From an optimization exercise on the open Yosys and OpenROAD flow, aimed at small area and a short achievable clock period; shortcuts taken in it are not production practice. Only simulation tests tie the RTL to the original design; equivalence was not proved.

job 2825:
## mac_top
module mac_top
(
	input                    clk,
	input                    rst_n,         
	input                    enable,
	input                    valid,
	input                    read,    
	input                    mode,    
	input                    cfg,
	input             [15:0] in_a,
	input             [15:0] in_b,
	output            [15:0] mac_out,
	output                   error
);
Settings: LEC_CHECK=0, ABC_AREA=1, CAP_MARGIN=10, CORE_MARGIN=2, CORE_UTILIZATION=40, CTS_BUF_LIST=sky130_fd_sc_hd__clkbuf_4 sky130_fd_sc_hd__clkbuf_8, PLACE_DENSITY=0.6, SLEW_MARGIN=10; clock period 42.0 ns.
standard.sh (not shown) runs the stock make flow with config.mk's settings and CLKGATE_MAP_FILE= SYNTH_SCRIPT=/design/flow/synth_recipe.tcl, a recipe that flattens the netlist after the stock synthesis.
==> flow/flow/run.sh <==
#!/bin/bash
set -euo pipefail
W=$(pwd)
rm -rf "$W/scripts_local"
cp -r "$FLOW_HOME/scripts" "$W/scripts_local"
cp "$W/flow/abc_area.script" "$W/scripts_local/abc_area.script"
bash standard.sh SCRIPTS_DIR="$W/scripts_local" SYNTH_OPERATIONS_ARGS=-nordff ADDER_MAP_FILE= \
	"BUFFER_PORTS_ARGS=-buffer_cell sky130_fd_sc_hd__buf_1" \
	"CTS_ARGS=-sink_clustering_enable -repair_clock_nets -dont_use_dummy_load -buf_list {sky130_fd_sc_hd__clkbuf_4 sky130_fd_sc_hd__clkbuf_8}" SETUP_SLACK_MARGIN=24.3 finish > standard_flow.log 2>&1
==> flow/flow/abc_area.script <==
strash
balance
rewrite
refactor
balance
rewrite
rewrite -z
balance
refactor -z
rewrite -z
balance
balance
rewrite
refactor
balance
rewrite
rewrite -z
balance
refactor -z
rewrite -z
balance
dch -f
map -D 5000
topo
stime -c
dnsize -c -D 5000
Setup changes, job 2825 to job 4233
Settings: changing CAP_MARGIN from 10 to 20; removing CTS_BUF_LIST (formerly sky130_fd_sc_hd__clkbuf_4 sky130_fd_sc_hd__clkbuf_8); changing SLEW_MARGIN from 10 to 20.
==> flow/flow/run.sh <==
#!/bin/bash
set -euo pipefail
bash standard.sh SETUP_SLACK_MARGIN=24 finish > standard_flow.log 2>&1
removed: flow/flow/abc_area.script
--- outcome ---
- [compare] base=job 2825 new=job 4233: cell count along the critical path now sits higher; synthesized cell count now sits lower; routed wire length now sits lower; count of input and output buffers now sits at about the same level.
- For job 4233, the standard cell with the maximum stage delay on the critical path was dlygate4sd2_1, unlike job 2825, where it was nor2_4.
What job 2905 does differently from job 4233 at the input level:
Settings: SLEW_MARGIN now 10, was 20; CTS_BUF_LIST now sky130_fd_sc_hd__clkbuf_4 sky130_fd_sc_hd__clkbuf_8, previously not set; CAP_MARGIN now 10, was 20.
==> flow/flow/run.sh <==
#!/bin/bash
# Standard layout with five changes to how it is made (the clock, constraints
# and checks are the design's own):
#  - synthesis maps logic with the delay-bounded area mapping in flow/abc_area.script, after two rounds of resyn2-style AIG rewriting
#  - synthesis leaves full and half adders to that mapping (no ADDER_MAP_FILE)
#  - synthesis maps adders' carry logic with Yosys's default Brent-Kung tree
#    (any SYNTH_OPERATIONS_ARGS drops ORFS's Kogge-Stone extra map; -nordff
#    only concerns memories, which this design has none of)
#  - ports get the smallest buffer (buf_1); timing repair resizes the ones that matter
#  - timing repair aims for more setup slack than the design's period needs
set -euo pipefail
W=$(pwd)
rm -rf "$W/scripts_local"
cp -r "$FLOW_HOME/scripts" "$W/scripts_local"
cp "$W/flow/abc_area.script" "$W/scripts_local/abc_area.script"
bash standard.sh SCRIPTS_DIR="$W/scripts_local" SYNTH_OPERATIONS_ARGS=-nordff ADDER_MAP_FILE= \
	"BUFFER_PORTS_ARGS=-buffer_cell sky130_fd_sc_hd__buf_1" SETUP_SLACK_MARGIN=24 finish > standard_flow.log 2>&1
==> flow/flow/abc_area.script (new file) <==
strash
balance
rewrite
refactor
balance
rewrite
rewrite -z
balance
refactor -z
rewrite -z
balance
balance
rewrite
refactor
balance
rewrite
rewrite -z
balance
refactor -z
rewrite -z
balance
dch -f
map -D 5000
topo
stime -c
dnsize -c -D 5000
## What came out
Job 2905 finished every step from synthesis to the final layout, and the layout passed the timing, design-rule and antenna checks. Taking job 4233 as the reference point, the number of instances in the synthesized netlist of job 2905 rises by 6.4%. Job 2905 — hold slack 0.033 ns higher, job 4233 as reference. | relative area of clock buffers and inverters in the final design | job 2905 vs job 4233 | ≈ equal |. In job 2905, the clock buffer instance count of the final layout came out 1 above the value in job 4233. Row number of gates on the worst path with buffers counted: job 2905 lower / job 4233 higher. Diff job 4233 -> job 2905: total number of tap cells shrank by 6.5%. A cell with the largest stage delay on the worst path of nor2_1 is what job 2905 shows, while dlygate4sd2_1 belongs to job 4233. The clock latency at the later pin of the worst-skew pair number comes out lower for job 4233 vs job 2905.

* * *

Setup of run 1:
Starting RTL as in the previous note.
export LEC_CHECK = 0
export ABC_AREA = 1
export CAP_MARGIN = 10
export CORE_MARGIN = 2
export CORE_UTILIZATION = 40
export CTS_BUF_LIST = sky130_fd_sc_hd__clkbuf_4 sky130_fd_sc_hd__clkbuf_8
export PLACE_DENSITY = 0.6
export SLEW_MARGIN = 10
create_clock -name core_clock -period 42.0 [get_ports {clk}]
==> flow/flow/run.sh <==
#!/bin/bash
# Standard layout with five changes to how it is made (the clock, constraints
# and checks are the design's own):
#  - synthesis maps logic with the delay-bounded area mapping in flow/abc_area.script
#  - synthesis leaves full and half adders to that mapping (no ADDER_MAP_FILE)
#  - synthesis maps adders' carry logic with Yosys's default Brent-Kung tree
#    (any SYNTH_OPERATIONS_ARGS drops ORFS's Kogge-Stone extra map; -nordff
#    only concerns memories, which this design has none of)
#  - ports get the smallest buffer (buf_1); timing repair resizes the ones that matter
#  - timing repair aims for more setup slack than the design's period needs
set -euo pipefail
W=$(pwd)
rm -rf "$W/scripts_local"
cp -r "$FLOW_HOME/scripts" "$W/scripts_local"
cp "$W/flow/abc_area.script" "$W/scripts_local/abc_area.script"
bash standard.sh SCRIPTS_DIR="$W/scripts_local" SYNTH_OPERATIONS_ARGS=-nordff ADDER_MAP_FILE= \
	"BUFFER_PORTS_ARGS=-buffer_cell sky130_fd_sc_hd__buf_1" SETUP_SLACK_MARGIN=24.5 finish > standard_flow.log 2>&1
==> flow/flow/abc_area.script <==
strash
dch -f
map -D 5000
topo
stime -c
dnsize -c -D 5000
Inputs modified between run 1 and run 2:
# run 1
export LEC_CHECK = 0
export ABC_AREA = 1
export CAP_MARGIN = 10
export CORE_MARGIN = 2
export CORE_UTILIZATION = 40
export CTS_BUF_LIST = sky130_fd_sc_hd__clkbuf_4 sky130_fd_sc_hd__clkbuf_8
export PLACE_DENSITY = 0.6
export SLEW_MARGIN = 10
create_clock -name core_clock -period 42.0 [get_ports {clk}]
# run 2
export LEC_CHECK = 0
export ABC_AREA = 1
export CAP_MARGIN = 10
export CORE_MARGIN = 2
export CORE_UTILIZATION = 55
export CTS_BUF_LIST = sky130_fd_sc_hd__clkbuf_4 sky130_fd_sc_hd__clkbuf_8
export PLACE_DENSITY = 0.6
export SLEW_MARGIN = 10
create_clock -name core_clock -period 42.0 [get_ports {clk}]
-- flow/flow/run.sh --
<<< run 1, line 15
cp "$W/flow/abc_area.script" "$W/scripts_local/abc_area.script"
bash standard.sh SCRIPTS_DIR="$W/scripts_local" SYNTH_OPERATIONS_ARGS=-nordff ADDER_MAP_FILE= \
	"BUFFER_PORTS_ARGS=-buffer_cell sky130_fd_sc_hd__buf_1" SETUP_SLACK_MARGIN=24.5 finish > standard_flow.log 2>&1
>>> run 2, line 15
cp "$W/flow/abc_area.script" "$W/scripts_local/abc_area.script"
bash standard.sh SCRIPTS_DIR="$W/scripts_local" SYNTH_OPERATIONS_ARGS=-nordff ADDER_MAP_FILE= \
	"BUFFER_PORTS_ARGS=-buffer_cell sky130_fd_sc_hd__buf_1" SETUP_SLACK_MARGIN=24 finish > standard_flow.log 2>&1
==> results.txt <==
Going from run 1 to run 2, final cell utilization of the core climbed 15 points, global router's overall resource usage now sits higher. Diff run 1 -> run 2: ratio of final minimum period to clock period higher, fmax lower.
> inputs changed (run 2 -> run 3)
# run 2
export LEC_CHECK = 0
export ABC_AREA = 1
export CAP_MARGIN = 10
export CORE_MARGIN = 2
export CORE_UTILIZATION = 55
export CTS_BUF_LIST = sky130_fd_sc_hd__clkbuf_4 sky130_fd_sc_hd__clkbuf_8
export PLACE_DENSITY = 0.6
export SLEW_MARGIN = 10
create_clock -name core_clock -period 42.0 [get_ports {clk}]
# run 3
export LEC_CHECK = 0
export ABC_AREA = 1
export CAP_MARGIN = 20
export CORE_MARGIN = 2
export CORE_UTILIZATION = 40
export PLACE_DENSITY = 0.6
export SLEW_MARGIN = 20
create_clock -name core_clock -period 42.0 [get_ports {clk}]
-- flow/flow/run.sh --
<<< run 2, line 15
cp "$W/flow/abc_area.script" "$W/scripts_local/abc_area.script"
bash standard.sh SCRIPTS_DIR="$W/scripts_local" SYNTH_OPERATIONS_ARGS=-nordff ADDER_MAP_FILE= \
	"BUFFER_PORTS_ARGS=-buffer_cell sky130_fd_sc_hd__buf_1" SETUP_SLACK_MARGIN=24 finish > standard_flow.log 2>&1
>>> run 3, line 15
cp "$W/flow/abc_area.script" "$W/scripts_local/abc_area.script"
bash standard.sh SCRIPTS_DIR="$W/scripts_local" SYNTH_OPERATIONS_ARGS=-nordff ADDER_MAP_FILE= \
	"BUFFER_PORTS_ARGS=-buffer_cell sky130_fd_sc_hd__buf_1" SETUP_SLACK_MARGIN=23.5 finish > standard_flow.log 2>&1
==> comparison <==
Between run 2 and run 3, arrival time at the worst endpoint increased.
Maximum clock frequency (run 3 vs. run 2) decreases by a few percent
Fraction of met3 tracks used by global routing was higher in the run labelled run 2.
Going from run 2 to run 3, area occupied by multi-input gates fell 50 um^2, area growth from synthesis to layout has remained practically unchanged.
Summary of run 3 over run 2: post-route non-filler standard cell count went up about 4%, wire length rose 5.2%, non-clock buffer count down 15, proportion of cell area spent on the clock network saw an increase, critical path depth decreased 2.
Cmp run 3 and run 2 / clock-pin slew of the registers on the worst-case setup and hold paths / higher: run 2
--- input diff run 3..run 4 ---
==> flow/flow/run.sh <==
#!/bin/bash
# Standard layout with five changes to how it is made (the clock, constraints
# and checks are the design's own):
#  - synthesis maps logic with the area mapping under a delay bound in flow/abc_area.script (after the resyn2 rewriting)
#  - synthesis leaves full and half adders to that mapping (no ADDER_MAP_FILE)
#  - synthesis maps adders' carry logic with Yosys's default Brent-Kung tree
#    (any SYNTH_OPERATIONS_ARGS drops ORFS's Kogge-Stone extra map; -nordff
#    only concerns memories, which this design has none of)
#  - ports get the smallest buffer (buf_1); timing repair resizes the ones that matter
#  - timing repair aims for more setup slack than the design's period needs
set -euo pipefail
W=$(pwd)
rm -rf "$W/scripts_local"
cp -r "$FLOW_HOME/scripts" "$W/scripts_local"
cp "$W/flow/abc_area.script" "$W/scripts_local/abc_area.script"
bash standard.sh SCRIPTS_DIR="$W/scripts_local" SYNTH_OPERATIONS_ARGS=-nordff ADDER_MAP_FILE= \
	"BUFFER_PORTS_ARGS=-buffer_cell sky130_fd_sc_hd__buf_1" SETUP_SLACK_MARGIN=24.4 finish > standard_flow.log 2>&1
==> flow/flow/abc_area.script <==
strash
balance
rewrite
refactor
balance
rewrite
rewrite -z
balance
refactor -z
rewrite -z
balance
dch -f
map -D 6000
topo
stime -c
dnsize -c -D 6000
Results
Wire length, run 3 and run 4: larger value in run 4. Taking run 3 as the reference, in run 4 clock skew climbed 0.0062 ns; sequential share of layout area dropped 0.53 points. Diff run 3 -> run 4: detailed-route wire length per cell increased by 1.1 um relative to the old numbers; post-route standard cell area excluding fillers increased by 6.3% relative to the old numbers. When run 4 is set beside run 3, its synthesis-to-layout area growth turns out to be 17 points larger. Run 4 ended with more storage element area than run 3. Last element of the critical path = mac_out[9]: run 4; last element of the critical path = mac_out[1]: run 3. Total number of multi-input combinational cells: run 4 vs run 3 down 138.

* * *

Starting RTL as in the previous note.
==> flow/config.mk <==
export PLATFORM = sky130hd
export DESIGN_NAME = mac_top
export DESIGN_NICKNAME = mac_top
export VERILOG_FILES = /design/flow/design.v
export SDC_FILE = /design/flow/constraint.sdc
export NUM_CORES = 4
export LEC_CHECK = 0
export ABC_AREA = 1
export CAP_MARGIN = 20
export CORE_MARGIN = 2
export CORE_UTILIZATION = 40
export PLACE_DENSITY = 0.6
export SLEW_MARGIN = 20
==> flow/constraint.sdc <==
create_clock -name core_clock -period 42.0 [get_ports {clk}]
set_input_delay 8.4000 -clock core_clock [delete_from_list [all_inputs] [get_ports {clk}]]
set_output_delay 8.4000 -clock core_clock [all_outputs]
set_load 0.01 [all_outputs]
==> flow/flow/run.sh <==
#!/bin/bash
# Standard layout with two changes to how it is made (the clock, constraints
# and checks are the design's own):
#  - synthesis maps adders' carry logic with Yosys's default Brent-Kung tree
#    (any SYNTH_OPERATIONS_ARGS drops ORFS's Kogge-Stone extra map; -nordff
#    only concerns memories, which this design has none of)
#  - timing repair aims for more setup slack than the design's period needs
set -euo pipefail
bash standard.sh SYNTH_OPERATIONS_ARGS=-nordff SETUP_SLACK_MARGIN=24 finish > standard_flow.log 2>&1
The starting point completed with no timing, DRC or antenna violations.
Then changed:
--- a/flow/flow/run.sh
+++ b/flow/flow/run.sh
@@ -2 +2 @@
-# Standard layout with two changes to how it is made (the clock, constraints
+# Standard layout with five changes to how it is made (the clock, constraints
@@ -3,0 +4,2 @@
+#  - synthesis maps logic with the delay-bounded area mapping in flow/abc_area.script
+#  - synthesis leaves full and half adders to that mapping (no ADDER_MAP_FILE)
@@ -6,0 +9 @@
+#  - ports get the smallest buffer (buf_1); timing repair resizes the ones that matter
@@ -9 +12,6 @@
-bash standard.sh SYNTH_OPERATIONS_ARGS=-nordff SETUP_SLACK_MARGIN=24 finish > standard_flow.log 2>&1
+W=$(pwd)
+rm -rf "$W/scripts_local"
+cp -r "$FLOW_HOME/scripts" "$W/scripts_local"
+cp "$W/flow/abc_area.script" "$W/scripts_local/abc_area.script"
+bash standard.sh SCRIPTS_DIR="$W/scripts_local" SYNTH_OPERATIONS_ARGS=-nordff ADDER_MAP_FILE= \
+	"BUFFER_PORTS_ARGS=-buffer_cell sky130_fd_sc_hd__buf_1" SETUP_SLACK_MARGIN=24 finish > standard_flow.log 2>&1
==> flow/flow/abc_area.script (new file) <==
strash
dch -f
map -D 5000
topo
stime -c
dnsize -c -D 5000
--- a/flow/config.mk
+++ b/flow/config.mk
@@ -9 +9 @@
-export CAP_MARGIN = 20
+export CAP_MARGIN = 10
@@ -12,2 +12,3 @@
-export PLACE_DENSITY = 0.6
-export SLEW_MARGIN = 20
+export CTS_BUF_LIST = sky130_fd_sc_hd__clkbuf_4 sky130_fd_sc_hd__clkbuf_8
+export PLACE_DENSITY = 0.5
+export SLEW_MARGIN = 10
The new run went through all stages and came out clean.
Clock skew stays flat.
Worst hold slack gets better by 0.024 ns.
Final cell count climbs by 22%.
Setup slack gets better by 0.32 ns.
Utilization drops by 5.5 points.
Cell area drops by 14%.
Flip-flop and latch count does not change.
Area after synthesis drops by 2.9%.
Wire length climbs by 18%.
First-iteration DRC count climbs by 53%.
Then changed:
==> flow/flow/run.sh (replaced) <==
#!/bin/bash
set -euo pipefail
bash standard.sh SETUP_SLACK_MARGIN=24 finish > standard_flow.log 2>&1
--- a/flow/config.mk
+++ b/flow/config.mk
@@ -9 +9 @@
-export CAP_MARGIN = 10
+export CAP_MARGIN = 20
@@ -11,4 +11,3 @@
-export CORE_UTILIZATION = 40
-export CTS_BUF_LIST = sky130_fd_sc_hd__clkbuf_4 sky130_fd_sc_hd__clkbuf_8
-export PLACE_DENSITY = 0.5
-export SLEW_MARGIN = 10
+export CORE_UTILIZATION = 60
+export PLACE_DENSITY = 0.8
+export SLEW_MARGIN = 20
removed: flow/flow/abc_area.script
Result:
- first-iteration DRC count drops by 16%
- worst setup slack loses 0.26 ns
- worst hold slack loses 0.012 ns
- routed wire length drops by 19%
- synthesized cell count drops by 12%
- core utilization climbs by 24 points
- via count drops by about 12%
- sequential share of layout area drops by 0.85 points
- cell count drops by 16%
Then changed:
==> flow/flow/run.sh (replaced) <==
#!/bin/bash
# Standard layout with five changes to how it is made (the clock, constraints
# and checks are the design's own):
#  - synthesis maps logic with the delay-bounded area mapping in flow/abc_area.script, after resyn2-style AIG rewriting
#  - synthesis leaves full and half adders to that mapping (no ADDER_MAP_FILE)
#  - synthesis maps adders' carry logic with Yosys's default Brent-Kung tree
#    (any SYNTH_OPERATIONS_ARGS drops ORFS's Kogge-Stone extra map; -nordff
#    only concerns memories, which this design has none of)
#  - ports get the smallest buffer (buf_1); timing repair resizes the ones that matter
#  - timing repair aims for more setup slack than the design's period needs
set -euo pipefail
W=$(pwd)
rm -rf "$W/scripts_local"
cp -r "$FLOW_HOME/scripts" "$W/scripts_local"
cp "$W/flow/abc_area.script" "$W/scripts_local/abc_area.script"
bash standard.sh SCRIPTS_DIR="$W/scripts_local" SYNTH_OPERATIONS_ARGS=-nordff ADDER_MAP_FILE= \
	"BUFFER_PORTS_ARGS=-buffer_cell sky130_fd_sc_hd__buf_1" SETUP_SLACK_MARGIN=24 finish > standard_flow.log 2>&1
==> flow/flow/abc_area.script (new file) <==
strash
balance
rewrite
refactor
balance
rewrite
rewrite -z
balance
refactor -z
rewrite -z
balance
dch -f
map -D 5000
topo
stime -c
dnsize -c -D 5000
--- a/flow/config.mk
+++ b/flow/config.mk
@@ -9 +9 @@
-export CAP_MARGIN = 20
+export CAP_MARGIN = 10
@@ -11,3 +11,4 @@
-export CORE_UTILIZATION = 60
-export PLACE_DENSITY = 0.8
-export SLEW_MARGIN = 20
+export CORE_UTILIZATION = 40
+export CTS_BUF_LIST = sky130_fd_sc_hd__clkbuf_4 sky130_fd_sc_hd__clkbuf_8
+export PLACE_DENSITY = 0.6
+export SLEW_MARGIN = 10
Outcome: The new run completed without violations; design area came out lower by roughly a tenth; setup slack is better by 0.36 ns; register-to-register slack gains 0.30 ns; core utilization came out lower by 24 points; non-clock buffer count decreases by 20.

what the ideal ports hide:
The flow's constraints put no driver on any port. The routed layouts listed below were extracted and timed again, unchanged, in two steps. Step 1 sets driving cells, clkbuf_16 on the clock port and buf_2 on the other inputs (assumed; they add their load-dependent delay and slew). Step 2 also shifts input and output timing later by t, the mid clock arrival at the registers, as if the neighbouring blocks saw the same clock. a / b / c = no drivers / after step 1 / after step 2; a / b = the first two.
| run | t, ns | slack for setup (ns) | latest minus earliest clock arrival (ns) | worst slew at a driven data input, ns |
|---|---|---|---|---|
| job 2825 | 0.345 | 24.335 / 24.312 / 24.312 | 0.023 / 0.023 | 0.04 |
| job 4233 | 0.337 | 24.134 / 24.110 / 24.110 | 0.006 / 0.006 | 0.05 |
| job 2905 | 0.343 | 24.190 / 24.166 / 24.166 | 0.015 / 0.014 | 0.04 |
| run 1 | 0.348 | 24.401 / 24.369 / 24.369 | 0.020 / 0.020 | 0.04 |
| run 2 | 0.347 | 24.307 / 24.286 / 24.286 | 0.020 / 0.020 | 0.04 |
| run 3 | 0.339 | 23.932 / 23.912 / 23.912 | 0.009 / 0.008 | 0.03 |
| run 4 | 0.339 | 24.409 / 24.370 / 24.425 | 0.015 / 0.015 | 0.05 |
| the first run of note 3 | 0.332 | 24.031 / 23.998 / 24.010 | 0.008 / 0.008 | 0.06 |
| the second run of note 3 | 0.346 | 24.355 / 24.332 / 24.332 | 0.011 / 0.011 | 0.04 |
| the third run of note 3 | 0.331 | 24.093 / 24.074 / 24.074 | 0.003 / 0.002 | 0.04 |
| the fourth run of note 3 | 0.349 | 24.450 / 24.428 / 24.428 | 0.008 / 0.009 | 0.03 |
After both steps setup and hold are still met in every run listed. For run 1, which loses most, drivers alone change the setup slack by -0.032 ns; drivers and shift together by -0.032 ns.
